This is an optimization exercise on Yosys and OpenROAD, whose aim is small area and a short achievable clock period, not a production implementation.
Only simulation tests tie the RTL to the original design; equivalence was not proved.

==> trial 96 <==
## main
module main(
    input CLK67MHZ,
    input sckPort,
    input mosiPort,
    input sselPort,
    input resetPort,
    output upPort,
    output downPort
    );
==> module capped_adder, before the edit <==
module capped_adder #(parameter RV1 = 0) (f, kl, kp, km, q1, nk, a1, a2, a3, a4, reset, out);
	input [39:0] f;
	input [15:0] kl;
	input [12:0] kp;
	input [13:0] km;
	input q1, nk, a1, a2, a3, a4;    
	input reset;
	output [39:0] out;
	wire [29:0] k;
	assign k[15:0] = ({16{q1}} & kl) | ({16{nk}} & ~kl);
	assign k[29:16] = ({14{a1}} & {1'b0, kp}) | ({14{a4}} & ~{1'b0, kp})
	                | ({14{a2}} & km) | ({14{a3}} & ~km);
	wire [29:0] t;
	wire c30;
	pfx_add #(.W(30), .L(5)) add(.a(f[29:0]), .b(k), .ci(nk), .s(t), .co(c30));
	wire [9:0] fh = f[39:30];
	wire [9:0] fh_inc = fh + 10'd1;
	wire [9:0] fh_dec = fh - 10'd1;
	wire [9:0] h1 = k[29] ? fh : fh_inc;
	wire [9:0] h0 = k[29] ? fh_dec : fh;
	wire [9:0] hi = ({10{c30}} & h1) | ({10{~c30}} & h0);
	wire up_ok = ~k[29] & (fh == 10'h1ff);
	wire dn_ok = k[29] & (fh == 10'h200);
	wire pos, neg;    
	generate
		if (RV1) begin : rv1
			assign pos = (c30 & up_ok) | reset;
			assign neg = ~c30 & dn_ok & ~reset;
		end else begin : rv0
			assign pos = c30 & up_ok;
			assign neg = (~c30 & dn_ok) | reset;
		end
	endgenerate
	wire [38:0] x = {hi[8:0], t};
	assign out[38:0] = (x | {39{pos}}) & ~{39{neg}};
	assign out[39] = ~reset & ((hi[9] & ~(c30 & up_ok)) | (~c30 & dn_ok));
endmodule
==> module sd_two_piece, before the edit <==
module sd_two_piece #(parameter [39:0] RESETVAL = 40'd0) (clk, reset, en, kl, kp, km, sel, sd_out, sd_out_nx);
input clk, reset;
input en;
input [15:0] kl;
input [12:0] kp;
input [13:0] km;
input [5:0] sel;              
output sd_out;
output sd_out_nx;             
	reg [39:0] feedback;
	wire [39:0] next;
	capped_adder #(.RV1(RESETVAL != 40'd0)) add(feedback, kl, kp, km,
		sel[5], sel[4], sel[3], sel[2], sel[1], sel[0], reset, next);
	always @(posedge clk)
		feedback <= next;    
	sd2 sd_one(
	.clk(clk),
	.reset(reset),
	.en(en),
	.sd_in(feedback[39:28]),
	.bs_out(sd_out),
	.bs_out_nx(sd_out_nx));
endmodule
==> module clkDivider, before the edit <==
module clkDivider(
    input inClk,
    input reset,
    input wire [3:0] od_nx,    
    output reg outEn,
    output wire outEn_nx       
    );
    reg [10:0] cnt;
    wire [10:0] cnt_nx = reset ? 11'd0 : cnt + 11'd1;
    wire [3:0] n = 4'd12 - od_nx;
    wire [3:0] neff = (n > 4'd11) ? 4'd11 : n;
    wire [11:0] t;
    genvar j;
    generate
        for (j = 0; j < 12; j = j + 1) begin : th
            assign t[j] = (j < neff);
        end
    endgenerate
    wire [10:0] ok = ~t[10:0] | ~(cnt_nx ^ t[11:1]);
    assign outEn_nx = &ok;
    always @(posedge inClk) begin
        cnt <= cnt_nx;
        outEn <= outEn_nx;
    end
endmodule
==> flow/config.mk <==
export PLATFORM = sky130hd
export DESIGN_NAME = main
export DESIGN_NICKNAME = main
export VERILOG_FILES = /design/flow/design.v
export SDC_FILE = /design/flow/constraint.sdc
export NUM_CORES = 4
export LEC_CHECK = 0
export CAP_MARGIN = 20
export CORE_MARGIN = 2
export CORE_UTILIZATION = 40
export SLEW_MARGIN = 20
==> flow/constraint.sdc <==
create_clock -name core_clock -period 10.0 [get_ports {CLK67MHZ}]
set_input_delay 2.0000 -clock core_clock [delete_from_list [all_inputs] [get_ports {CLK67MHZ}]]
set_output_delay 2.0000 -clock core_clock [all_outputs]
set_load 0.01 [all_outputs]
standard.sh (not shown) runs the stock make flow with config.mk's settings and CLKGATE_MAP_FILE= SYNTH_SCRIPT=/design/flow/synth_recipe.tcl, a recipe that flattens the netlist after the stock synthesis.
==> flow/flow/run.sh <==
#!/bin/bash
set -euo pipefail
bash standard.sh SETUP_SLACK_MARGIN=7 finish > flow_standard.log 2>&1
==> inputs of build 60, as changes to trial 96 <==
--- a/flow/design.v
+++ b/flow/design.v
@@ -60,3 +60,3 @@
 endmodule
-module capped_adder #(parameter RV1 = 0) (f, kl, kp, km, q1, nk, a1, a2, a3, a4, reset, out);
+module capped_adder #(parameter RV1 = 0) (f, kl, kp, km, q1, nk, a1, a2, a3, a4, reset, hi, mid, lo, pos, neg);
 	input [39:0] f;
@@ -67,3 +67,6 @@
 	input reset;
-	output [39:0] out;
+	output [9:0] hi;
+	output [1:0] mid;
+	output [27:0] lo;
+	output pos, neg;
 	wire [29:0] k;
@@ -75,11 +78,13 @@
 	pfx_add #(.W(30), .L(5)) add(.a(f[29:0]), .b(k), .ci(nk), .s(t), .co(c30));
+	assign lo = t[27:0];
 	wire [9:0] fh = f[39:30];
+	wire up_ok = ~k[29] & (fh == 10'h1ff);
+	wire dn_ok = k[29] & (fh == 10'h200);
 	wire [9:0] fh_inc = fh + 10'd1;
 	wire [9:0] fh_dec = fh - 10'd1;
-	wire [9:0] h1 = k[29] ? fh : fh_inc;
-	wire [9:0] h0 = k[29] ? fh_dec : fh;
-	wire [9:0] hi = ({10{c30}} & h1) | ({10{~c30}} & h0);
-	wire up_ok = ~k[29] & (fh == 10'h1ff);
-	wire dn_ok = k[29] & (fh == 10'h200);
-	wire pos, neg;    
+	wire [9:0] rv = RV1 ? 10'h1ff : 10'h000;
+	wire [9:0] h1 = reset ? rv : up_ok ? 10'h1ff : k[29] ? fh : fh_inc;
+	wire [9:0] h0 = reset ? rv : dn_ok ? 10'h200 : k[29] ? fh_dec : fh;
+	assign hi = ({10{c30}} & h1) | ({10{~c30}} & h0);
+	assign mid = (t[29:28] | {2{pos}}) & ~{2{neg}};
 	generate
@@ -89,3 +94,3 @@
 		end else begin : rv0
-			assign pos = c30 & up_ok;
+			assign pos = (c30 & up_ok) | reset;
 			assign neg = (~c30 & dn_ok) | reset;
@@ -93,5 +98,2 @@
 	endgenerate
-	wire [38:0] x = {hi[8:0], t};
-	assign out[38:0] = (x | {39{pos}}) & ~{39{neg}};
-	assign out[39] = ~reset & ((hi[9] & ~(c30 & up_ok)) | (~c30 & dn_ok));
 endmodule
@@ -135,8 +137,20 @@
 output sd_out_nx;             
-	reg [39:0] feedback;
-	wire [39:0] next;
+	reg [9:0] hi;
+	reg [1:0] mid;
+	reg [27:0] lo;
+	reg pos, neg;
+	wire [9:0] hi_nx;
+	wire [1:0] mid_nx;
+	wire [27:0] lo_nx;
+	wire pos_nx, neg_nx;
+	wire [39:0] feedback = {hi, mid, (lo | {28{pos}}) & ~{28{neg}}};
 	capped_adder #(.RV1(RESETVAL != 40'd0)) add(feedback, kl, kp, km,
-		sel[5], sel[4], sel[3], sel[2], sel[1], sel[0], reset, next);
-	always @(posedge clk)
-		feedback <= next;    
+		sel[5], sel[4], sel[3], sel[2], sel[1], sel[0], reset, hi_nx, mid_nx, lo_nx, pos_nx, neg_nx);
+	always @(posedge clk) begin
+		hi <= hi_nx;
+		mid <= mid_nx;
+		lo <= lo_nx;
+		pos <= pos_nx;
+		neg <= neg_nx;
+	end
 	sd2 sd_one(
@@ -193,14 +207,23 @@
     reg [10:0] cnt;
-    wire [10:0] cnt_nx = reset ? 11'd0 : cnt + 11'd1;
-    wire [3:0] n = 4'd12 - od_nx;
-    wire [3:0] neff = (n > 4'd11) ? 4'd11 : n;
-    wire [11:0] t;
+    wire [11:0] c;
+    assign c[0] = 1'b1;
     genvar j;
     generate
-        for (j = 0; j < 12; j = j + 1) begin : th
-            assign t[j] = (j < neff);
+        for (j = 0; j < 11; j = j + 1) begin : inc
+            assign c[j+1] = c[j] & cnt[j];
         end
     endgenerate
-    wire [10:0] ok = ~t[10:0] | ~(cnt_nx ^ t[11:1]);
-    assign outEn_nx = &ok;
+    wire [10:0] cnt_inc = cnt ^ c[10:0];
+    wire [10:0] cnt_nx = reset ? 11'd0 : cnt_inc;
+    wire big = (od_nx <= 4'd1) | (od_nx >= 4'd13);
+    wire [11:0] t;
+    generate
+        for (j = 0; j < 11; j = j + 1) begin : th
+            assign t[j] = big | (od_nx <= 11 - j);
+        end
+    endgenerate
+    assign t[11] = 1'b0;
+    wire [10:0] r = {t[11:2], t[0] & ~t[1]};
+    wire [10:0] ok = ~t[10:0] | ~(cnt ^ r);
+    assign outEn_nx = reset ? ~t[1] : &ok;
     always @(posedge inClk) begin
==> flow/flow/run.sh (replaced) <==
#!/bin/bash
set -euo pipefail
bash standard.sh SETUP_SLACK_MARGIN=6.6 finish > flow_standard.log 2>&1
==> results by group <==
GRT
  • GRT met1 Usage: 22.5%
  • Met2 GRT Util: 27.7%

Final layout
  • Post-Route Utilization: 47.5%
  • Share of layout cells above drive strength 1: 16.0%

Status
  • Status: timing/DRC/antenna clean

Clocking
  • Total CTS buffers: 39

Drt
  • Routed len/inst: 15.9 µm

Setup path
  • Crit-path cells: mux2_2 > ha_4 > a21o_1 > a221o_1 > a211o_1 > a2111o_1 > nand3_2 > o21ai_4 > buf_6 > nor4_4 > nor2_4 > or4_1 > a31oi_1
[end of results for build 60]
==> results by group <==
Clocking
  • Total CTS buffers: 40

GRT
  • GRT met1 Usage: 22.6%

Status
  • Status: timing/DRC/antenna clean

Final layout
  • Share of layout cells above drive strength 1: 22.6%
[end of results for trial 96]

-- port drivers added, routing unchanged --
How much do the figures lean on ideal ports? The routed layouts below were timed once more, with nothing changed but the port constraints.
Step 1 (the two cells are an assumption about what drives the block):
set clk [get_ports {CLK67MHZ}]
set_driving_cell -lib_cell sky130_fd_sc_hd__clkbuf_16 $clk
set_driving_cell -lib_cell sky130_fd_sc_hd__buf_2 [delete_from_list [all_inputs] $clk]
Step 2 times the ports against the registers' clock, not the clock port: input delays grow and output delays shrink by t, the midpoint of the rising clock arrivals with the driver on.
Three values: ideal ports, drivers, drivers and shift; two values: the first two.
run	t (ns)	setup slack, ns	worst hold slack (ns)	worst setup path after step 2	pins driven straight from the clock port
trial 96	0.611	6.655 / 6.655 / 6.195	0.326 / 0.326 / 0.326	input to register	1
build 60	0.605	6.399 / 6.399 / 5.902	0.328 / 0.328 / 0.328	input to register	1
After both steps every run listed still meets setup and hold. For build 60, which loses most, drivers alone change the setup slack by 0.000 ns; drivers and shift together by -0.497 ns.
